From an optimization exercise on the open Yosys and OpenROAD flow, aimed at small area, a short achievable clock period and few clock cycles; shortcuts taken in it are not production practice. Function was checked by simulation only, so behaviour that the tests miss may differ from the original. Power is estimated from default activity; no workload was simulated.

<file path="flow/config.mk">
export PLATFORM = sky130hd
export DESIGN_NAME = process
export DESIGN_NICKNAME = process
export VERILOG_FILES = /design/flow/design.v
export SDC_FILE = /design/flow/constraint.sdc
export NUM_CORES = 4
export LEC_CHECK = 0
export ABC_CLOCK_PERIOD_IN_PS = 2500
export CAP_MARGIN = 20
export CORE_MARGIN = 2
export CORE_UTILIZATION = 40
export CTS_CLUSTER_DIAMETER = 120
export CTS_CLUSTER_SIZE = 25
export SLEW_MARGIN = 20
</file>
<file path="flow/design.v">
`timescale 1ns / 1ps
module process(
  input clk,
  input rst,
  input [23:0] in_pix,
  output reg [5:0] row, col,
  output reg out_we,
  output reg [23:0] out_pix,
  output reg mirror_done,
  output reg gray_done,
  output reg filter_done
);
localparam integer K  = 4;             
localparam integer NS = 64 / K;        
localparam integer LS = 2 * K + 2;     
localparam [1:0] ST_MIR = 2'd0, ST_GRAY = 2'd1, ST_SHP = 2'd2, ST_DONE = 2'd3;
localparam [2:0] WS_PIX = 3'd0, WS_GRAY = 3'd1, WS_TOP = 3'd2, WS_LAST = 3'd3,
                 WS_LASTF = 3'd4, WS_S = 3'd5;
reg [1:0]  stage;
reg [10:0] cnt;       
reg [3:0]  slot;      
wire [10:0] inc = cnt + 1'b1;
wire [5:0]  sc = cnt[5:0];
wire [4:0]  strip = cnt[10:6];
wire        c0 = (sc == 6'd0);
wire        clt2 = (sc[5:1] == 5'd0);
wire        s_first = (strip == 0);
wire        s_last = (strip == NS - 1);
wire        s_virt = (strip == NS);
reg [5:0] n_row, n_col;
reg       n_we;
reg [2:0] n_wsel;
reg       n_sr, n_virt, n_proc, n_swap, n_jk;
reg [1:0]  x_stage;
reg [10:0] x_cnt;
reg [3:0]  x_slot;
reg [1:0] hs, lo, cs;
wire [3:0] sm1 = strip[3:0] - 1'b1, sp1 = strip[3:0] + 1'b1;
always @* begin
  n_row = 0; n_col = 0; n_we = 0; n_wsel = WS_S;
  n_sr = 0; n_virt = 0; n_proc = 0; n_swap = 0; n_jk = 0;
  x_stage = stage; x_cnt = cnt; x_slot = slot;
  hs = 0; lo = 0; cs = 0;
  case (stage)
    ST_MIR: begin
      n_row = (slot == 4'd1) ? ~{1'b0, cnt[10:6]} : {1'b0, cnt[10:6]};
      n_col = cnt[5:0];
      n_we  = (slot != 4'd0);
      n_wsel = WS_PIX;
      if (slot == 4'd2) begin
        x_slot = 0;
        x_cnt = inc;
        if (cnt == 11'h7ff) begin
          x_stage = ST_GRAY;
          x_cnt = 0;
        end
      end else
        x_slot = slot + 1'b1;
    end
    ST_GRAY: begin
      {n_row, n_col} = {cnt[10:0], slot[0]};
      n_we = slot[1];
      n_wsel = WS_GRAY;
      x_slot = slot + 1'b1;
      if (slot == 4'd3) begin
        x_slot = 0;
        x_cnt = inc;
        if (cnt == 11'h7ff) begin
          x_stage = ST_SHP;
          x_cnt = 0;
        end
      end
    end
    ST_SHP: begin
      hs = 2'd0; lo = 2'd0; cs = 2'd0;
      case (slot[3:0])
        4'd0: begin                                    
          lo = 2'd1; n_sr = 1; n_virt = s_virt;
        end
        4'd1: begin                                    
          lo = 2'd3; cs = 2'd2;
          if (clt2) begin
            hs = 2'd1; n_we = !s_first;
            n_wsel = s_virt ? WS_LASTF : WS_LAST;
          end else begin
            n_we = 1;
            n_wsel = s_last ? WS_LASTF : WS_LAST;
          end
        end
        4'd2: begin                                    
          n_sr = 1; n_virt = s_virt;
        end
        4'd3: begin                                    
          hs = 2'd1; lo = 2'd3; n_sr = 1; n_virt = s_first || s_virt;
          n_proc = 1; n_swap = 1;
        end
        4'd4: begin                                    
          hs = 2'd1; lo = 2'd3; n_we = !s_first && !s_virt; n_wsel = WS_TOP;
        end
        4'd5: begin                                    
          lo = 2'd2; n_sr = 1; n_virt = s_virt; n_proc = 1;
        end
        4'd6: begin                                    
          hs = {1'b0, c0}; cs = 2'd1; n_we = !(c0 && s_first);
        end
        4'd7: begin                                    
          lo = 2'd3; n_sr = 1; n_virt = s_virt; n_proc = 1; n_jk = 1;
        end
        4'd8: begin                                    
          hs = {1'b0, c0}; lo = 2'd1; cs = 2'd1; n_we = !(c0 && s_first);
        end
        4'd9: begin                                    
          hs = 2'd2; n_sr = 1; n_virt = s_last || s_virt; n_proc = 1;
        end
        default: begin                                 
          hs = {1'b0, c0}; lo = 2'd2; cs = 2'd1; n_we = !(c0 && s_first);
        end
      endcase
      n_row = {(hs == 2'd1) ? sm1 : (hs == 2'd2) ? sp1 : strip[3:0], lo};
      n_col = (cs == 2'd0) ? sc : (cs == 2'd1) ? sc - 1'b1 : sc - 2'd2;
      if (s_virt && sc == 6'd1 && slot == 4'd1) begin
        x_stage = ST_DONE;
      end else if (slot == LS) begin
        x_slot = 0;
        x_cnt = inc;
      end else
        x_slot = slot + 1'b1;
    end
    default: ;
  endcase
end
reg t0_sr, t0_virt, t0_proc, t0_swap, t0_jk, t0_c0;
reg t1_sr, t1_virt, t1_proc, t1_swap, t1_jk, t1_c0;
reg t2_proc, t2_c0;
always @(posedge clk) begin
  if (rst) begin
    stage <= ST_MIR;
    cnt <= 0;
    slot <= 4'd1;                    
    row <= 0; col <= 0; out_we <= 0;
    mirror_done <= 0; gray_done <= 0; filter_done <= 0;
  end else begin
    stage <= x_stage; cnt <= x_cnt; slot <= x_slot;
    row <= n_row; col <= n_col; out_we <= n_we;
    mirror_done <= (stage != ST_MIR);
    gray_done <= stage[1];
    filter_done <= (stage == ST_DONE);
  end
end
always @(posedge clk) begin
  t0_sr <= n_sr; t0_virt <= n_virt; t0_proc <= n_proc;
  t0_swap <= n_swap; t0_jk <= n_jk; t0_c0 <= c0;
  t1_sr <= t0_sr; t1_virt <= t0_virt; t1_proc <= t0_proc;
  t1_swap <= t0_swap; t1_jk <= t0_jk; t1_c0 <= t0_c0;
  t2_proc <= t1_proc;
  t2_c0 <= t1_c0;
end
reg  [23:0] cap;
wire [7:0] ir = in_pix[23:16];
wire [7:0] cr = cap[23:16], cg = cap[15:8], cb = cap[7:0];
wire rg = cr >= cg, rb = cr >= cb, gb = cg >= cb;
wire [8:0] s_rg = cr + cg, s_rb = cr + cb, s_gb = cg + cb;
wire       med_r = rg ^ rb, med_g = !med_r && (rg == gb), med_b = !med_r && (rg != gb);
wire [8:0] gsum = ({9{med_r}} & s_gb) | ({9{med_g}} & s_rb) | ({9{med_b}} & s_rg);
wire [7:0] gval = gsum[8:1];
reg  [7:0]  gu, gm;               
reg  [7:0]  gl_cur, gl_prev;      
reg  [9:0]  vr;                   
reg  [12:0] tr;                   
reg  [9:0]  ra [0:K-1];           
reg  [9:0]  rv [0:K-1];           
wire [7:0]  gnew = t1_virt ? 8'd0 : cap[15:8];
wire [9:0]  vsum = gu + gm + gnew;
wire [9:0]  vold = t1_c0 ? 10'd0 : rv[0];
wire [12:0] tval = {2'b00, gm, 3'b000} + {4'b0000, gm, 1'b0} - {3'b000, vold};
wire [12:0] anew = tr - {3'b000, vr};
wire [9:0]  asat = anew[12] ? 10'd0 : (|anew[11:10] ? 10'd1023 : anew[9:0]);
wire [10:0] sraw = {1'b0, ra[0]} - (t2_c0 ? 11'd0 : {1'b0, vr});
wire [7:0]  sclamp = sraw[10] ? 8'd0 : (|sraw[9:8] ? 8'd255 : sraw[7:0]);
integer e;
always @(posedge clk) begin
  cap <= in_pix;
  vr <= vsum;
  tr <= tval;
  if (t1_sr) begin
    gu <= gm;
    gm <= t1_swap ? gu : gnew;
  end
  if (t1_sr && t1_jk) begin
    gl_prev <= gl_cur;
    gl_cur <= gnew;
  end
  if (t2_proc) begin
    for (e = 0; e < K - 1; e = e + 1) begin
      ra[e] <= ra[e + 1];
      rv[e] <= rv[e + 1];
    end
    ra[K - 1] <= asat;
    rv[K - 1] <= vr;
  end
  case (n_wsel)
    WS_PIX:   out_pix <= in_pix;
    WS_GRAY:  out_pix <= {8'd0, gval, 8'd0};
    WS_TOP:   out_pix <= {8'd0, ir, 8'd0};
    WS_LAST:  out_pix <= {sclamp, gl_prev, 8'd0};
    WS_LASTF: out_pix <= {8'd0, sclamp, 8'd0};
    default:  out_pix <= {8'd0, sclamp, 8'd0};
  endcase
end
endmodule
</file>
<file path="flow/flow/run.sh">
#!/bin/bash
set -euo pipefail
bash standard.sh "BUFFER_PORTS_ARGS=-inputs -outputs -buffer_cell sky130_fd_sc_hd__buf_1" SETUP_SLACK_MARGIN=5.35 MATCH_CELL_FOOTPRINT=0 finish > standard_flow.log 2>&1
</file>
<file path="flow/constraint.sdc">
create_clock -name core_clock -period 8.0 [get_ports {clk}]
set_input_delay 1.6000 -clock core_clock [delete_from_list [all_inputs] [get_ports {clk}]]
set_output_delay 1.6000 -clock core_clock [all_outputs]
set_load 0.01 [all_outputs]
</file>
<file path="flow/standard.sh">
#!/bin/bash
# synth_recipe.tcl (not shown) runs the flow's synth.tcl, then flattens the netlist and writes it again
# the make line also repeats each setting of config.mk as NAME=value (left out here)
make -C /OpenROAD-flow-scripts/flow DESIGN_CONFIG=/design/flow/config.mk WORK_HOME=/design/flow/orfs CLKGATE_MAP_FILE= SYNTH_SCRIPT=/design/flow/synth_recipe.tcl "${@:-finish}"
</file>
==> run_results.csv, run 1 <==
group,metric,value,unit
global_route,grt_max_degree,81,
sta,slew_viol_final,0,
placement,routabilityCongestion,0.8682,
global_route,met2_usage,0.2756,
die,die_h,175.5,um
layout,n_antenna_cell,0,
clock_network,cts_root_buf,"clkbuf_16",
drt,routedWlPerCell,16.77,um
sta,min_period_over_period,0.3307,
layout,layout_commonest_cell,"edfxtp_1",
clock_network,cts.htree.levels,1,
logic_synthesis,ys_async_sr_fraction,0,
drt,drt-total-wl,26260,um
die,io-pin-count,66,
logic_synthesis,synth_edf_count,112,
layout,area_growth,14.38,%
drt,firstDrtPassIters,7,
layout,final_cell_mix,"edfxtp_1, dfxtp_1, ha_1, inv_1, buf_1",
logic_synthesis,syn_avg_cell_area,10.79,um2
power,ir_drop,0.09922,mV
logic_synthesis,synth_cell_type_count,70,
die,core_area,28860,um2
logic_synthesis,syn_inst,1090,
clock_network,tritoncts,"built",
status,status,"no timing/DRC/antenna violations",
sta,slew_headroom,0.3323,
die,start_util,0.4076,
setup_path,required,8.37,ns
sta,worst_pin_slew,1.002,ns
sta,setup_viol,0,
logic_synthesis,yosys_most_used_dff,"dfxtp_1",
min_path,hold_class,"flop to flop",
global_route,grt_pass1_wl,41290,um
sta,rsz0062_at_grt,"yes",
global_route,use_met3,0.02208,
layout,fin_area,13450,um2
logic_synthesis,syn-cell-area,11760,um2
logic_synthesis,yosys_warnings,3,
sta,clock_skew,0.02774,ns
setup_path,startpoint_type,"flop",
placement,portBuffers,65,
setup_path,cpMostUsedCell,"buf_6",
drt,ant_nets,0,
sta,fin_crit,2.646,ns
drt,drt-initial-drc-count,607,
global_route,antenna_found_initial,0,
power,p_leak,5.238,nW
global_route,grt_pass1_vias,7777,
clock_network,clkTransAtPathRegs,0.11,ns
clock_network,cts.sink_count,230,
sta,tns,0,ns
global_route,grt.total_usage,0.1675,
placement,dp_hpwl,18890,um
die,rows,62,
global_route,busiest_layer,"met2",
placement,place_area,12370,um2
logic_synthesis,synth_seq_area_share,0.4868,
layout,nNetsFinal,1332,
layout,drive_gt1_frac,0.1404,
setup_path,path_class,"flop to flop",
placement,place_worst_setup_slack,4.956,ns
setup_path,max_stage_delay,0.35,ns
setup_path,crit_slowest_cell,"dfxtp_2",
sta,setup_ws,5.354,ns
setup_path,cp.arrival,3.01,ns
drt,via_per_inst,5.129,
logic_synthesis,synth_seq_cells,230,
clock_network,insertion_delay,0.49,ns
logic_synthesis,synth_nets,1246,
setup_path,path_max_fanout,8,
die,dieArea,30790,um2
power,pwr_density_cell,182.8,nW/um2
die,chipWidth,175.5,um
setup_path,worstPathCellList,"nor2b_1 > ha_2 > fa_2 > nand2b_4 > a21oi_4 > o31a_1 > and4_1 > a21oi_1 > a21boi_2 > buf_6 > buf_6 > nor2b_4 > o211ai_1",
drt,drc_errors,0,
clock_network,cts_buffers,13,
sta,final_hold_viol_count,0,
clock_network,cts_buffer_depth,3,
run,cap_violations,0,
setup_path,cp-end-kind,"flop",
global_route,met1_usage,0.2387,
sta,clock.fmax,378.0,MHz
drt,vias,8032,
global_route,grt_overflow_total,0,
[sequential cells by signal (all words and copies together), names as in the netlist, 2 cells and up]
name and count:
cnt 11, slot 4, stage 2, vr 10, gu 8, col 6
gl_prev 8, ra 40, tr 13, cap 24, out_pix 24, row 6
gm 8, rv 40, gl_cur 8
[kinds of logic after synthesis]
kind of cell	Yosys count	synth area share
AOI/OAI and AO/OA	247	0.1429
xor gates and xnor gates	64	0.04766
adders and majority gates	130	0.1517
buffers and inverters	128	0.04277
DFF	230	0.4868
muxes	5	0.004255
and+or+nand+nor	286	0.1239
[timing repair]
action,in CTS,in global routing
endpoints found under the setup margin,43,45
setup buffers,18,17
resized for setup,57,75
hold buffers,0,0
pin swaps,14,24
[synth_stat cells (5+ instances only)]
| cell type | number | area (um2) |
|---|---|---|
| xnor2_1 | 46 | 402.9 |
| or3_1 | 5 | 31.28 |
| ha_1 | 109 | 1364 |
| nand3_1 | 15 | 75.07 |
| nand2b_1 | 35 | 219.0 |
| o21ai_0 | 33 | 165.2 |
| nor3_1 | 24 | 120.1 |
| edfxtp_1 | 112 | 3363 |
| xor2_1 | 18 | 157.7 |
| dfxtp_1 | 118 | 2362 |
| a21o_1 | 16 | 120.1 |
| inv_1 | 97 | 364.1 |
| a22oi_1 | 6 | 45.04 |
| a222oi_1 | 13 | 130.1 |
| or2_2 | 7 | 43.79 |
| and3_1 | 9 | 56.30 |
| o211ai_1 | 12 | 90.09 |
| mux2i_1 | 5 | 50.05 |
| nor2_1 | 72 | 270.3 |
| nor2b_1 | 25 | 156.4 |
| o21bai_1 | 11 | 82.58 |
| and2_1 | 15 | 93.84 |
| a31oi_1 | 8 | 50.05 |
| a21oi_1 | 74 | 370.4 |
| nand2_1 | 61 | 229.0 |
| o21a_1 | 17 | 127.6 |
| buf_2 | 9 | 45.04 |
| o221ai_1 | 7 | 61.31 |
| clkbuf_1 | 19 | 71.32 |
| o31ai_1 | 9 | 67.56 |
| fa_1 | 21 | 420.4 |
[through the flow]
step | power (mW) | util | std cells | hold WS (ns)
after floorplan | 1.613 | - | 1090 | 0.3096
after global placement | 1.712 | 0.4285 | 1510 | 0.3105
after detailed placement | 1.712 | 0.4285 | 1510 | 0.3121
after CTS | 2.447 | 0.4528 | 1549 | 0.3319
after global routing | 2.575 | 0.4662 | 1566 | 0.3380
final | 2.459 | 0.4662 | 1566 | 0.3287
[per-layer routing]
layer,share of wire,vias up
li1,-,4015
met1,0.48,3836
met2,0.46,155
met3,0.044,26
met4,0.014,0
met5,0,-
[final cells by class]
cell class | instances | area [um2]
fill | 2706 | 15400
multi-input combinational | 732 | 5949
sequential | 230 | 5763
timing repair buffer | 101 | 520.5
tap | 384 | 480.5
inverter | 98 | 367.9
clock buffer | 20 | 351.6
clock inverter | 1 | 20.02
[critical path: cells and delay by family, from the launching register on]
family,cells,cell delay [ns]
buf+inv,2,0.28
compound gates,5,0.72
fa+ha+maj,2,0.52
flops,1,0.35
simple gates,4,0.66
[where the power goes]
group          switching (mW)  internal, mW
registers              0.0328          1.26
clock network           0.390         0.314
logic                   0.257         0.201
[path summary, 6_finish.rpt]
kind                 startpoint            endpoint  slack, ns  cells after the start
max               vr[0]$_DFF_P_  out_pix[9]$_DFF_P_       5.35                     13
min          t0_proc$_SDFF_PN0_     t1_proc$_DFF_P_       0.33                      0
max reg2reg       vr[0]$_DFF_P_  out_pix[9]$_DFF_P_       5.35                     13
min reg2reg  t0_proc$_SDFF_PN0_     t1_proc$_DFF_P_       0.33                      0
Testbench counts, summed over its fixed seeds: cycles 307,356.
==> inputs of run 2 (changes only) <==
==> flow/flow/run.sh (replaced) <==
#!/bin/bash
set -euo pipefail
bash standard.sh "BUFFER_PORTS_ARGS=-inputs -outputs -buffer_cell sky130_fd_sc_hd__buf_2" SETUP_SLACK_MARGIN=5.45 MATCH_CELL_FOOTPRINT=0 finish > standard_flow.log 2>&1
==> run 2 against run 1 <==
Against the previous run: critical path depth stayed put; sequential cell count is the same; die area unchanged; routed wire length up 2.7%; clock skew increased by 0.0049 ns; largest cell class unchanged.
==> run_results.csv, run 2 <==
group,metric,value,unit
status,status,"no timing/DRC/antenna violations",
sta,fin_worst_hold_slack,0.3336,ns
sta,clock.fmax,378.5,MHz
clock_network,cts_root_buf,"clkbuf_16",
setup_path,cp-end-kind,"flop",
logic_synthesis,synth_xor_xnor_area_share,0.04766,
layout,final_cell_mix,"edfxtp_1, ha_1, inv_1, dfxtp_1, nor2_1",
sta,slew_headroom,0.3174,
setup_path,startpoint_type,"flop",
logic_synthesis,yosys.area_share.simple,0.1239,
logic_synthesis,synth_seq_cells,230,
setup_path,cp.arrival,3.05,ns
global_route,antenna_found_initial,0,
logic_synthesis,synth_area_leader_cell,"edfxtp_1",
sta,fin_crit,2.642,ns
clock_network,clkTransAtPathRegs,0.10,ns
clock_network,cts_buffers,13,
clock_network,cts_buffer_depth,3,
global_route,grt_overflow_total,0,
power,clockPowerShare,0.279,
drt,drt-total-wl,26970,um
power,ir_drop,0.1066,mV
logic_synthesis,synth_top_area_frac,0.2860,
placement,dp_hpwl,19110,um
drt,via_per_inst,5.236,
power,p_sw,0.6835,mW
drt,firstDrtPassIters,8,
clock_network,tritoncts,"built",
logic_synthesis,synth_top_family_by_area,"adder cells",
min_path,hold_class,"flop to flop",
setup_path,required,8.40,ns
placement,portBuffers,65,
run,cap_violations,0,
placement,routabilityCongestion,0.8877,
sta,clock_skew,0.03262,ns
logic_synthesis,synth_compound_area_frac,0.1429,
logic_synthesis,synth_cell_type_count,70,
die,rows,62,
die,io-pin-count,66,
logic_synthesis,ys_top_cells_by_count,"dfxtp_1, edfxtp_1, ha_1",
layout,layout_commonest_cell,"edfxtp_1",
sta,final_hold_viol_count,0,
global_route,grt.total_usage,0.1729,
power,p_sw_frac,0.2749,
sta,setup_viol,0,
sta,slew_viol_final,0,
sta,rsz0062_at_grt,"yes",
logic_synthesis,muxShareOfSynthArea,0.004255,
power,combinationalPowerShare,0.198,
min_path,hp-start,"t0_swap$_SDFF_PN0_",
global_route,grt_pass1_wl,42610,um
logic_synthesis,ys_async_sr_fraction,0,
logic_synthesis,syn-cell-area,11760,um2
clock_network,insertion_delay,0.49,ns
layout,largestRegisters,"ra: 40 flops, rv: 40 flops",
logic_synthesis,yosys_most_used_dff,"dfxtp_1",
layout,final_cell_count_no_fill,1575,
power,pwr_density_cell,177.6,nW/um2
global_route,grt_max_degree,81,
sta,min_period_over_period,0.3302,
drt,drt-initial-drc-count,707,
setup_path,r2r_start,"t2_c0$_DFF_P_",
layout,nNetsFinal,1341,
logic_synthesis,synthTopCellsByArea,"edfxtp_1, dfxtp_1, ha_1, fa_1, xnor2_1",
logic_synthesis,yosys_warnings,3,
drt,ant_nets,0,
sta,worst_pin_slew,1.024,ns
logic_synthesis,syn_avg_cell_area,10.79,um2
layout,area_growth,19.05,%
die,dieArea,30790,um2
setup_path,path_max_fanout,7,
die,core_area,28860,um2
drt,routedWlPerCell,17.13,um
layout,n_antenna_cell,0,
clock_network,cts.htree.levels,1,
logic_synthesis,synth_adder_area_share,0.1517,
logic_synthesis,synth_nets,1246,
logic_synthesis,synth_seq_area_share,0.4868,
setup_path,path_class,"flop to flop",
power,seqPwrFrac,0.523,
placement,numPlacedInstances,1510,
layout,final_util,0.4852,
sta,tns,0,ns
power,p_leak,5.571,nW
drt,drc_errors,0,
logic_synthesis,synth_edf_count,112,
drt,vias,8247,
die,die_h,175.5,um
setup_path,startpoint,"t2_c0$_DFF_P_",
sta,setup_ws,5.358,ns
clock_network,cts.sink_count,230,
logic_synthesis,syn_inst,1090,
placement,place_worst_setup_slack,4.880,ns
layout,drive_gt1_frac,0.2393,
die,chipWidth,175.5,um
logic_synthesis,post-synth-top-count-cell,"dfxtp_1",
global_route,grt_pass1_vias,7898,
power,p_int,1.803,mW
die,start_util,0.4076,
layout,fillers,2624,
run 2: repair_timing:
action,in CTS,in global routing
pin swaps,41,45
resized for setup,141,74
hold buffers,0,0
setup buffers,29,15
setup endpoints to repair,67,82
run 2: through the flow:
step / instance area, um2 / power (mW)
6_report: 14000 / 2.487
5_1_grt: 14000 / 2.612
4_1_cts: 13590 / 2.475
3_5_place_dp: 12450 / 1.719
3_3_place_gp: 12450 / 1.718
2_1_floorplan: 11770 / 1.613
run 2: path summary, 6_finish.rpt:
path                                       endpoint  slack, ns  depth (start not counted)
worst max register to register  out_pix[10]$_DFF_P_       5.36                         13
worst min register to register      t1_swap$_DFF_P_       0.33                          0
worst min-delay path                t1_swap$_DFF_P_       0.33                          0
worst max-delay path            out_pix[10]$_DFF_P_       5.36                         13
run 2: final cells by class:
class / instances / area (um2) / share of cell area
sequential: 230 / 5796 / 0.4139
inverter: 98 / 370.4 / 0.02645
multi-input combinational: 732 / 6137 / 0.4383
tap: 384 / 480.5 / 0.03431
clock inverter: 3 / 27.53 / 0.001966
clock buffer: 18 / 344.1 / 0.02457
timing repair buffer: 110 / 847.1 / 0.06049
run 2: worst max-delay path, stage by stage, from the launching register on:
cell	delay, ns
dfxtp_4	0.39
nor2b_4	0.15
ha_4	0.15
fa_2	0.20
nand2b_4	0.14
a21oi_4	0.05
o31a_1	0.36
buf_4	0.17
o2111ai_4	0.19
o221ai_4	0.15
a21boi_4	0.20
buf_12	0.16
a21oi_4	0.04
o211ai_1	0.21
run 2: metal layers:
layer  vias to the layer above  global-route usage  wire (um)
met2                       211              0.2861      12760
met3                        34             0.02294       1323
li1                       4038                   -          -
met5                         -                   0          0
met1                      3964              0.2440      12470
met4                         0             0.03444        414
run 2: logic make-up (layout without fill, tap and decap cells):
group | after synthesis | count (layout)
flops | 230 | 230
buf+inv | 128 | 229
mux | 5 | 5
simple gates | 286 | 286
xor+xnor | 64 | 64
compound gates | 247 | 247
fa+ha+maj | 130 | 130
run 2: power groups by stage:
stage	clock, mW	combinational (mW)	sequential (mW)
after floorplan	0	0.298	1.32
after global placement	0	0.394	1.32
after detailed placement	0	0.394	1.32
after CTS	0.720	0.454	1.30
after global routing	0.765	0.541	1.31
final	0.693	0.492	1.30
==> inputs of run 3 (changes only) <==
==> flow/flow/run.sh (replaced) <==
#!/bin/bash
set -euo pipefail
bash standard.sh SETUP_SLACK_MARGIN=5.35 MATCH_CELL_FOOTPRINT=0 finish > standard_flow.log 2>&1
==> run 3 against run 2 <==
Against the previous run: routed wire length is essentially flat; sequential power hardly changed; combinational power is 3% lower; clock-buffer cell count grew 1; synthesized cell count stayed put; core utilization increased by 0.22 points; die area did not move; total power up 0.55%; fmax is 0.81% lower; sequential share of layout area is 0.41 points lower.
==> run_results.csv, run 3 <==
group,metric,value,unit
status,status,"no timing/DRC/antenna violations",
layout,largestRegisters,"ra: 40 flops, rv: 40 flops",
die,start_util,0.4076,
setup_path,path_depth,13,
logic_synthesis,synth_xor_xnor_area_share,0.04766,
layout,layout_commonest_cell,"edfxtp_1",
logic_synthesis,post-synth-top-count-cell,"dfxtp_1",
logic_synthesis,ys_async_sr_fraction,0,
setup_path,crit_slowest_cell,"dfxtp_4",
logic_synthesis,synth_cell_type_count,70,
setup_path,cp.arrival,2.89,ns
global_route,antenna_found_initial,0,
placement,dp_hpwl,19080,um
sta,fin_crit,2.663,ns
min_path,hold_class,"flop to flop",
min_path,hold_depth,0,
run,cap_violations,0,
sta,clock_skew,0.03148,ns
power,seqPwrFrac,0.519,
logic_synthesis,synth_edf_count,112,
sta,tns,0,ns
die,dieArea,30790,um2
layout,final_cell_mix,"edfxtp_1, dfxtp_1, ha_1, inv_1, nor2_1",
power,p_int,1.830,mW
sta,setup_viol,0,
drt,routedWlPerCell,17.19,um
logic_synthesis,synth_compound_area_frac,0.1429,
logic_synthesis,ys_top_cells_by_count,"dfxtp_1, edfxtp_1, ha_1",
drt,vias,8146,
logic_synthesis,synth_area_leader_cell,"edfxtp_1",
setup_path,path_class,"flop to flop",
global_route,grt_overflow_total,0,
layout,final_util,0.4874,
setup_path,path_max_fanout,5,
clock_network,cts.htree.levels,1,
power,p_leak,5.923,nW
layout,nNetsFinal,1334,
logic_synthesis,yosys_warnings,3,
layout,drive_gt1_frac,0.1368,
logic_synthesis,yosys.area_share.simple,0.1239,
drt,via_per_inst,5.195,
global_route,grt_max_degree,81,
die,chipWidth,175.5,um
die,rows,62,
logic_synthesis,syn_inst,1090,
setup_path,cpLargestDelayFamily,"compound AO/OA/AOI/OAI gates",
logic_synthesis,synth_top_area_frac,0.2860,
setup_path,max_stage_delay,0.37,ns
logic_synthesis,yosys_most_used_dff,"dfxtp_1",
die,die_h,175.5,um
logic_synthesis,synth_seq_cells,230,
logic_synthesis,synth_top_family_by_area,"adder cells",
setup_path,cp-end-kind,"flop",
power,combinationalPowerShare,0.190,
drt,drt-initial-drc-count,622,
power,pwr_density_cell,177.8,nW/um2
drt,drc_errors,0,
logic_synthesis,synth_seq_area_share,0.4868,
power,p_sw_frac,0.2681,
setup_path,startpoint_type,"flop",
global_route,grt_pass1_vias,7935,
logic_synthesis,syn_avg_cell_area,10.79,um2
sta,min_period_over_period,0.3329,
setup_path,critPathBufInv,3,
setup_path,cpMostUsedCell,"buf_6",
layout,fillers,2629,
die,core_area,28860,um2
sta,slew_viol_final,0,
sta,final_hold_viol_count,0,
power,p_sw,0.6704,mW
sta,rsz0062_at_grt,"yes",
drt,ant_nets,0,
logic_synthesis,muxShareOfSynthArea,0.004255,
clock_network,cts_root_buf,"clkbuf_16",
drt,drt-total-wl,26950,um
logic_synthesis,synth_adder_area_share,0.1517,
die,io-pin-count,66,
drt,firstDrtPassIters,6,
power,clockPowerShare,0.291,
setup_path,worstPathCellList,"buf_6 > ha_4 > fa_2 > nand2b_4 > a21oi_4 > o211ai_1 > a21oi_2 > buf_4 > nor2_4 > nand3b_1 > buf_6 > xor2_4 > o21a_1",
global_route,grt_pass1_wl,42590,um
placement,routabilityCongestion,0.9101,
setup_path,required,8.23,ns
logic_synthesis,synth_nets,1246,
placement,place_area,12780,um2
power,ir_drop,0.1413,mV
clock_network,cts.sink_count,230,
layout,area_growth,19.60,%
clock_network,insertion_delay,0.48,ns
global_route,grt.total_usage,0.1728,
clock_network,clkTransAtPathRegs,0.10,ns
layout,fin_area,14070,um2
sta,fin_worst_hold_slack,0.3290,ns
clock_network,tritoncts,"built",
sta,worst_pin_slew,1.016,ns
sta,slew_headroom,0.3227,
setup_path,r2r_cells,13,
layout,n_antenna_cell,0,
placement,portBuffers,65,
logic_synthesis,synthTopCellsByArea,"edfxtp_1, dfxtp_1, ha_1, fa_1, xnor2_1",
clock_network,cts_buffers,13,
logic_synthesis,syn-cell-area,11760,um2
sta,clock.fmax,375.5,MHz
clock_network,cts_buffer_depth,3,
-- run 3: cell count changes in the layout (fill, tap and decap cells not counted), moves of 4 or more --
| cell | delta |
|---|---|
| inv_1 | +4 |
| buf_2 | -44 |
| dfxtp_1 | +23 |
| dfxtp_2 | -22 |
| nor2_1 | +5 |
| inv_2 | -4 |
| buf_6 | -24 |
| clkdlybuf4s50_1 | +24 |
| buf_4 | -4 |
| dlymetal6s2s_1 | +40 |
-- run 3: repair_timing --
| item | 4_1_cts | 5_1_grt |
|---|---|---|
| hold endpoints to repair | 0 | 0 |
| hold buffers | 0 | 0 |
| setup buffers | 17 | 17 |
| cloned | 2 | 0 |
| setup endpoints to repair | 82 | 49 |
| gates resized for setup | 107 | 65 |
| pin swaps | 21 | 32 |
-- run 3: cell families (layout without fill, tap and decap cells) --
family / count (synthesis) / in the layout
mux: 5 / 5
flops: 230 / 230
xor+xnor: 64 / 65
simple gates: 286 / 286
fa+ha+maj: 130 / 130
compound gates: 247 / 248
buf+inv: 128 / 220
-- run 3: worst paths after layout --
kind / startpoint / to / slack, ns
worst min register to register: t0_c0$_DFF_P_ / t1_c0$_DFF_P_ / 0.33
worst min-delay path: t0_c0$_DFF_P_ / t1_c0$_DFF_P_ / 0.33
worst max register to register: vr[0]$_DFF_P_ / ra[3][9]$_SDFFCE_PP0P_ / 5.34
worst max-delay path: vr[0]$_DFF_P_ / ra[3][9]$_SDFFCE_PP0P_ / 5.34
-- run 3: per-layer routing --
layer	GRT usage	part of all wire
met5	0	0
met2	0.2856	0.47
met1	0.2416	0.46
met3	0.02468	0.051
met4	0.03788	0.019
-- run 3: through the flow --
stage	power [mW]	setup slack [ns]	cells
2_1_floorplan	1.613	5.378	1090
3_3_place_gp	1.731	4.967	1511
3_5_place_dp	1.734	4.931	1511
4_1_cts	2.503	5.240	1551
5_1_grt	2.623	5.218	1568
6_report	2.500	5.337	1568
-- run 3: final cells by class --
cell class	instances	area (um2)	area share
Inverter	98	371.6	0.02642
Multi-Input combinational cell	734	6023	0.4282
Clock inverter	2	46.29	0.003291
Tap cell	384	480.5	0.03416
Clock buffer	19	347.8	0.02473
Timing Repair Buffer	101	1032	0.07339
Sequential cell	230	5764	0.4098
-- run 3: power by group through the flow --
stage	Clock [mW]	Sequential (mW)	Combinational [mW]
4_1_cts	0.757	1.30	0.447
3_3_place_gp	0	1.33	0.405
3_5_place_dp	0	1.33	0.409
2_1_floorplan	0	1.32	0.298
5_1_grt	0.794	1.30	0.526
6_report	0.727	1.30	0.475
==> inputs of run 4 (changes only) <==
--- a/flow/config.mk
+++ b/flow/config.mk
@@ -9,6 +9,7 @@
 export CAP_MARGIN = 20
 export CORE_MARGIN = 2
-export CORE_UTILIZATION = 40
+export CORE_UTILIZATION = 60
 export CTS_CLUSTER_DIAMETER = 120
 export CTS_CLUSTER_SIZE = 25
+export PLACE_DENSITY = 0.75
 export SLEW_MARGIN = 20
==> run 4 against run 3 <==
Against the previous run: still clean on timing, DRC and antenna; die area is 33% lower; fmax is 0.42% lower; area after synthesis stayed put; largest cell class unchanged; largest power group unchanged.
==> run_results.csv, run 4 <==
group,metric,value,unit
status,status,"no timing/DRC/antenna violations",
sta,slew_viol_final,0,
sta,final_hold_viol_count,0,
global_route,grt_pass1_wl,39670,um
power,seqPwrFrac,0.527,
layout,nNetsFinal,1332,
sta,worst_pin_slew,1.011,ns
setup_path,cp.arrival,3.08,ns
min_path,hp-start,"t1_proc$_DFF_P_",
sta,clock_skew,0.03090,ns
power,combinationalPowerShare,0.194,
setup_path,crit_slowest_cell,"dfxtp_4",
layout,final_cell_mix,"edfxtp_1, dfxtp_1, ha_1, inv_1, nor2_1",
power,pwr_density_cell,177.6,nW/um2
power,ir_drop,0.1788,mV
clock_network,clkTransAtPathRegs,0.10,ns
drt,drc_errors,0,
setup_path,critPathBufInv,3,
drt,drt-initial-drc-count,779,
clock_network,insertion_delay,0.48,ns
drt,routedWlPerCell,18.19,um
setup_path,max_stage_delay,0.37,ns
setup_path,cp-end-kind,"flop",
min_path,whs_endpoint,"t2_proc$_DFF_P_",
logic_synthesis,synthTopCellsByArea,"edfxtp_1, dfxtp_1, ha_1, fa_1, xnor2_1",
placement,dp_hpwl,17840,um
setup_path,startpoint_type,"flop",
sta,min_period_over_period,0.3343,
layout,layout_commonest_cell,"edfxtp_1",
layout,fillers,1386,
clock_network,cts_buffer_depth,3,
setup_path,cpMostUsedCell,"buf_6",
logic_synthesis,yosys_warnings,3,
setup_path,r2r-end,"out_pix[11]$_DFF_P_",
layout,drive_gt1_frac,0.1396,
die,die_h,144.0,um
logic_synthesis,syn_inst,1090,
drt,firstDrtPassIters,8,
power,p_sw_frac,0.2709,
placement,routabilityCongestion,0.9159,
layout,regArea,5762,um2
power,p_leak,5.911,nW
sta,setup_ws,5.326,ns
setup_path,worstPathCellList,"nor2b_4 > ha_4 > fa_2 > nand2b_4 > a21oi_4 > o31a_1 > buf_4 > o21a_1 > o221ai_2 > a21boi_2 > buf_6 > buf_6 > nor2_2 > o211ai_1",
clock_network,cts.sink_count,230,
power,p_sw,0.6690,mW
global_route,grt_pass1_vias,7507,
clock_network,tritoncts,"built",
setup_path,cpLargestDelayFamily,"compound AO/OA/AOI/OAI gates",
sta,clock.fmax,373.9,MHz
placement,numPlacedInstances,1391,
setup_path,r2r_cells,14,
setup_path,path_class,"flop to flop",
layout,multi_input_area,6042,um2
layout,final_cell_count_no_fill,1447,
min_path,hold_class,"flop to flop",
logic_synthesis,synth_top_area_frac,0.2860,
drt,drt-total-wl,26320,um
die,core_area,19330,um2
logic_synthesis,ys_async_sr_fraction,0,
logic_synthesis,synth_edf_count,112,
logic_synthesis,post-synth-top-count-cell,"dfxtp_1",
die,start_util,0.6083,
sta,slew_headroom,0.3261,
global_route,antenna_found_initial,1,
logic_synthesis,syn_avg_cell_area,10.79,um2
die,io-pin-count,66,
sta,rsz0062_at_grt,"yes",
placement,portBuffers,65,
logic_synthesis,synth_cell_type_count,70,
layout,largestRegisters,"ra: 40 flops, rv: 40 flops",
logic_synthesis,ys_top_cells_by_count,"dfxtp_1, edfxtp_1, ha_1",
logic_synthesis,synth_seq_area_share,0.4868,
power,clockPowerShare,0.279,
sta,fin_crit,2.674,ns
power,p_int,1.801,mW
die,chipWidth,144.0,um
clock_network,ctsHoldBuffers,0,
die,dieArea,20740,um2
global_route,grt.total_usage,0.2423,
global_route,grt_overflow_total,0,
run,cap_violations,0,
setup_path,r2r_start,"vr[0]$_DFF_P_",
clock_network,cts_root_buf,"clkbuf_16",
die,rows,51,
layout,n_antenna_cell,0,
layout,area_growth,18.21,%
setup_path,path_depth,14,
sta,setup_viol,0,
global_route,grt_max_degree,81,
setup_path,required,8.41,ns
logic_synthesis,synth_nets,1246,
clock_network,cts.htree.levels,1,
drt,vias,8308,
clock_network,cts_buffers,13,
logic_synthesis,syn-cell-area,11760,um2
setup_path,path_max_fanout,7,
sta,tns,0,ns
min_path,hold_depth,0,
logic_synthesis,synth_area_leader_cell,"edfxtp_1",
drt,via_per_inst,5.742,
drt,ant_nets,0,
setup_path,reg2reg_slack,5.33,ns
logic_synthesis,synth_seq_cells,230,
logic_synthesis,yosys_most_used_dff,"dfxtp_1",
placement,place_worst_setup_slack,4.944,ns
-- run 4: how the worst max path moves through the flow --
stage	from	endpoint	slack, ns
finish	vr[0]$_DFF_P_	out_pix[11]$_DFF_P_	5.33
global route	vr[0]$_DFF_P_	ra[3][9]$_SDFFCE_PP0P_	5.23
CTS	vr[0]$_DFF_P_	out_pix[13]$_DFF_P_	5.30
detailed placement	rst	col[4]$_SDFF_PP0_	4.94
global placement	rst	col[4]$_SDFF_PP0_	4.94
floorplan	t1_c0$_DFF_P_	tr[11]$_DFF_P_	5.38
-- run 4: kinds of logic (layout without fill, tap and decap cells) --
kind of cell | count (synthesis) | count (layout) | share of synthesized area
compound gates | 247 | 248 | 0.1429
flops | 230 | 230 | 0.4868
simple gates | 286 | 287 | 0.1239
fa+ha+maj | 130 | 130 | 0.1517
mux | 5 | 5 | 0.004255
xor+xnor | 64 | 65 | 0.04766
buf+inv | 128 | 217 | 0.04277
-- run 4: what timing repair did --
| item | 4_1_cts | 5_1_grt |
|---|---|---|
| resized for setup | 90 | 93 |
| setup endpoints to repair | 77 | 39 |
| cloned | 0 | 3 |
| buffers inserted | 7 | 25 |
| pin swaps | 8 | 46 |
-- run 4: power groups by stage --
stage | Sequential (mW) | Clock (mW) | Combinational [mW]
global placement | 1.33 | 0 | 0.398
finish | 1.30 | 0.688 | 0.480
detailed placement | 1.33 | 0 | 0.402
CTS | 1.30 | 0.702 | 0.418
floorplan | 1.32 | 0 | 0.298
global route | 1.30 | 0.740 | 0.525
-- run 4: routing by layer --
metal | vias up | routed length [um] | GRT usage
met3 | 36 | 1446 | 0.02980
met4 | 0 | 517 | 0.05882
met5 | - | 0 | 0
li1 | 4024 | - | -
met2 | 242 | 12340 | 0.3840
met1 | 4006 | 12010 | 0.3575
-- run 4: layout make-up --
type / count / share of cell area
Inverter: 98 / 0.02673
Sequential cell: 230 / 0.4144
Clock inverter: 1 / 0.001440
Tap cell: 265 / 0.02385
Multi-Input combinational cell: 735 / 0.4346
Clock buffer: 20 / 0.02529
Timing Repair Buffer: 98 / 0.07370
-- run 4: through the flow --
step / hold slack, ns / power, mW / cell area [um2] / util
6_report: 0.3209 / 2.470 / 13900 / 0.7191
5_1_grt: 0.3418 / 2.570 / 13900 / 0.7191
4_1_cts: 0.3310 / 2.419 / 13320 / 0.6891
3_5_place_dp: 0.3121 / 1.728 / 12620 / 0.6529
3_3_place_gp: 0.3107 / 1.724 / 12620 / 0.6529
2_1_floorplan: 0.3096 / 1.613 / 11760 / -
==> inputs of run 5 (changes only) <==
==> flow/flow/run.sh (replaced) <==
#!/bin/bash
set -euo pipefail
bash standard.sh "BUFFER_PORTS_ARGS=-inputs -outputs -buffer_cell sky130_fd_sc_hd__buf_2" SETUP_SLACK_MARGIN=5.35 MATCH_CELL_FOOTPRINT=0 finish > standard_flow.log 2>&1
--- a/flow/config.mk
+++ b/flow/config.mk
@@ -9,7 +9,6 @@
 export CAP_MARGIN = 20
 export CORE_MARGIN = 2
-export CORE_UTILIZATION = 60
+export CORE_UTILIZATION = 40
 export CTS_CLUSTER_DIAMETER = 120
 export CTS_CLUSTER_SIZE = 25
-export PLACE_DENSITY = 0.75
 export SLEW_MARGIN = 20
==> run 5 against run 4 <==
Against the previous run: critical endpoint is now out_pix[8]; final cell count increased by 8.4%; die area is 48% higher; area after synthesis stayed put; largest power group unchanged; still clean; setup slack improved by 0.081 ns; first-iteration DRC count decreased by 20%; clock power up 2%; via count shrank 1.4%; fmax increased by 3.1%; clock skew up 0.0072 ns; register-to-register slack improved by 0.08 ns; highest routed layer unchanged; routed wire length up 0.75%.
==> run_results.csv, run 5 <==
group,metric,value,unit
drt,via_per_inst,5.223,
clock_network,clkTransAtPathRegs,0.10,ns
clock_network,cts.sink_count,230,
die,core_area,28860,um2
clock_network,cts_root_buf,"clkbuf_16",
sta,final_hold_viol_count,0,
logic_synthesis,ys_top_cells_by_count,"dfxtp_1, edfxtp_1, ha_1",
logic_synthesis,synth_nets,1246,
sta,clock.fmax,385.6,MHz
drt,ant_nets,0,
sta,min_period_over_period,0.3242,
sta,fin_crit,2.594,ns
setup_path,path_class,"flop to output port",
setup_path,crit_slowest_cell,"dfxtp_1",
layout,n_antenna_cell,0,
die,io-pin-count,66,
logic_synthesis,muxShareOfSynthArea,0.004255,
min_path,hold_class,"flop to flop",
global_route,grt_overflow_total,0,
logic_synthesis,ys_async_sr_fraction,0,
logic_synthesis,syn-cell-area,11760,um2
logic_synthesis,synth_xor_xnor_area_share,0.04766,
drt,routedWlPerCell,16.91,um
global_route,grt_pass1_wl,41390,um
layout,fillers,2701,
drt,drt-initial-drc-count,627,
die,die_h,175.5,um
logic_synthesis,yosys_warnings,3,
setup_path,path_max_fanout,1,
placement,dp_hpwl,19090,um
global_route,antenna_found_initial,0,
logic_synthesis,synth_top_area_frac,0.2860,
logic_synthesis,synth_compound_area_frac,0.1429,
placement,routabilityCongestion,0.8742,
setup_path,cp-end-kind,"output port",
drt,drt-total-wl,26520,um
drt,drc_errors,0,
sta,tns,0,ns
setup_path,startpoint_type,"flop",
run,cap_violations,0,
logic_synthesis,yosys_most_used_dff,"dfxtp_1",
die,chipWidth,175.5,um
layout,layout_commonest_cell,"edfxtp_1",
status,status,"no timing/DRC/antenna violations",
setup_path,cpLargestDelayFamily,"flip-flops",
drt,firstDrtPassIters,6,
logic_synthesis,synth_seq_cells,230,
sta,worst_pin_slew,1.017,ns
placement,portBuffers,65,
setup_path,cp.arrival,0.99,ns
sta,setup_viol,0,
power,pwr_density_cell,180.5,nW/um2
logic_synthesis,syn_inst,1090,
clock_network,ctsHoldBuffers,0,
placement,place_area,12460,um2
layout,drive_gt1_frac,0.2019,
logic_synthesis,synth_top_family_by_area,"adder cells",
logic_synthesis,syn_avg_cell_area,10.79,um2
logic_synthesis,synth_seq_area_share,0.4868,
logic_synthesis,synthTopCellsByArea,"edfxtp_1, dfxtp_1, ha_1, fa_1, xnor2_1",
drt,vias,8190,
layout,fin_area,13660,um2
clock_network,cts_buffer_depth,3,
layout,nNetsFinal,1333,
die,rows,62,
sta,rsz0062_at_grt,"yes",
clock_network,insertion_delay,0.50,ns
global_route,grt_pass1_vias,7751,
setup_path,required,6.40,ns
clock_network,cts.htree.levels,1,
logic_synthesis,post-synth-top-count-cell,"dfxtp_1",
logic_synthesis,synth_edf_count,112,
power,p_leak,5.469,nW
die,dieArea,30790,um2
logic_synthesis,synth_adder_area_share,0.1517,
setup_path,max_stage_delay,0.36,ns
layout,final_cell_mix,"edfxtp_1, dfxtp_1, ha_1, inv_1, buf_2",
sta,clock_skew,0.03809,ns
logic_synthesis,synth_cell_type_count,70,
sta,slew_viol_final,0,
layout,largestRegisters,"ra: 40 flops, rv: 40 flops",
setup_path,worstPathCellList,"buf_2",
layout,area_growth,16.13,%
global_route,grt.total_usage,0.1687,
power,ir_drop,0.1291,mV
sta,slew_headroom,0.3222,
setup_path,critPathBufInv,1,
clock_network,tritoncts,"built",
die,start_util,0.4076,
logic_synthesis,yosys.area_share.simple,0.1239,
clock_network,cts_buffers,13,
logic_synthesis,synth_area_leader_cell,"edfxtp_1",
global_route,grt_max_degree,81,
==> run 5: path summary, 6_finish.rpt <==
| path | startpoint | endpoint | slack (ns) | cells after the start |
|---|---|---|---|---|
| worst max-delay path | out_pix[8]$_DFF_P_ | out_pix[8] | 5.41 | 1 |
| worst min-delay path | t0_c0$_DFF_P_ | t1_c0$_DFF_P_ | 0.33 | 0 |
| worst max register to register | vr[3]$_DFF_P_ | ra[3][9]$_SDFFCE_PP0P_ | 5.41 | 12 |
| worst min register to register | t0_c0$_DFF_P_ | t1_c0$_DFF_P_ | 0.33 | 0 |
==> run 5: layout make-up <==
type | instances | area, um2 | share of cell area
Multi-Input combinational cell | 733 | 6052 | 0.4431
Tap cell | 384 | 480.5 | 0.03518
Timing Repair Buffer | 101 | 615.6 | 0.04507
Clock buffer | 18 | 344.1 | 0.02519
Clock inverter | 4 | 33.78 | 0.002473
Sequential cell | 230 | 5764 | 0.4220
Inverter | 98 | 367.9 | 0.02693
==> run 5: metrics by stage <==
| stage | hold slack, ns | cells | worst slack [ns] | utilization | power, mW |
|---|---|---|---|---|---|
| 2_1_floorplan | 0.3096 | 1090 | 5.378 | - | 1.613 |
| 3_3_place_gp | 0.3103 | 1511 | 4.948 | 0.4316 | 1.718 |
| 3_5_place_dp | 0.3121 | 1511 | 4.944 | 0.4316 | 1.718 |
| 4_1_cts | 0.3343 | 1545 | 5.352 | 0.4540 | 2.443 |
| 5_1_grt | 0.3419 | 1568 | 5.245 | 0.4733 | 2.590 |
| 6_report | 0.3309 | 1568 | 5.406 | 0.4733 | 2.465 |
==> run 5: per-layer routing <==
metal	GRT usage	share of wire	wire length, um
met4	0.03994	0.017	446
met2	0.2753	0.47	12380
met3	0.02035	0.042	1115
met5	0	0	0
met1	0.2401	0.47	12580
==> run 5: cell families after synthesis <==
family | after synthesis
AOI/OAI and AO/OA | 247
xor gates and xnor gates | 64
adders and majority gates | 130
buffers and inverters | 128
DFF | 230
muxes | 5
and+or+nand+nor | 286
==> run 5: power breakdown <==
| group | total, mW | switching, mW | internal (mW) |
|---|---|---|---|
| Clock | 0.699 | 0.386 | 0.313 |
| Sequential | 1.30 | 0.0329 | 1.26 |
| Combinational | 0.469 | 0.259 | 0.210 |
==> run 5: repair_timing <==
action,4_1_cts,5_1_grt
gates cloned,1,1
pin swaps,10,43
setup endpoints to repair,39,40
endpoints found under the hold margin,0,0
resized for setup,53,96
buffers inserted,11,22

port drivers added, routing unchanged:
No port has a modelled driver above. Below, the same layouts with a new extraction and two added sets of constraints.
Step 1 assumes that a clkbuf_16 drives the clock port and a buf_2 every other input.
Step 2 also shifts input and output timing later by t, the mid clock arrival at the registers, as if the neighbouring blocks saw the same clock.
Three values: ideal, step 1, step 2; two values: the first two.
run | t (ns) | slack for setup (ns) | hold WS [ns] | latest minus earliest clock arrival (ns)
run 1 | 0.524 | 5.354 / 5.348 / 5.191 | 0.329 / 0.329 / 0.329 | 0.029 / 0.029
run 2 | 0.524 | 5.358 / 5.358 / 5.358 | 0.334 / 0.334 / 0.334 | 0.033 / 0.033
run 3 | 0.516 | 5.337 / 5.337 / 5.063 | 0.329 / 0.329 / 0.329 | 0.032 / 0.033
run 4 | 0.510 | 5.326 / 5.326 / 5.046 | 0.321 / 0.321 / 0.321 | 0.032 / 0.032
run 5 | 0.527 | 5.406 / 5.357 / 5.398 | 0.331 / 0.331 / 0.331 | 0.040 / 0.040
After both steps setup and hold are still met in every run listed. The setup slack of run 4, which loses most, moves by 0.000 ns with the drivers and by -0.280 ns with both steps.
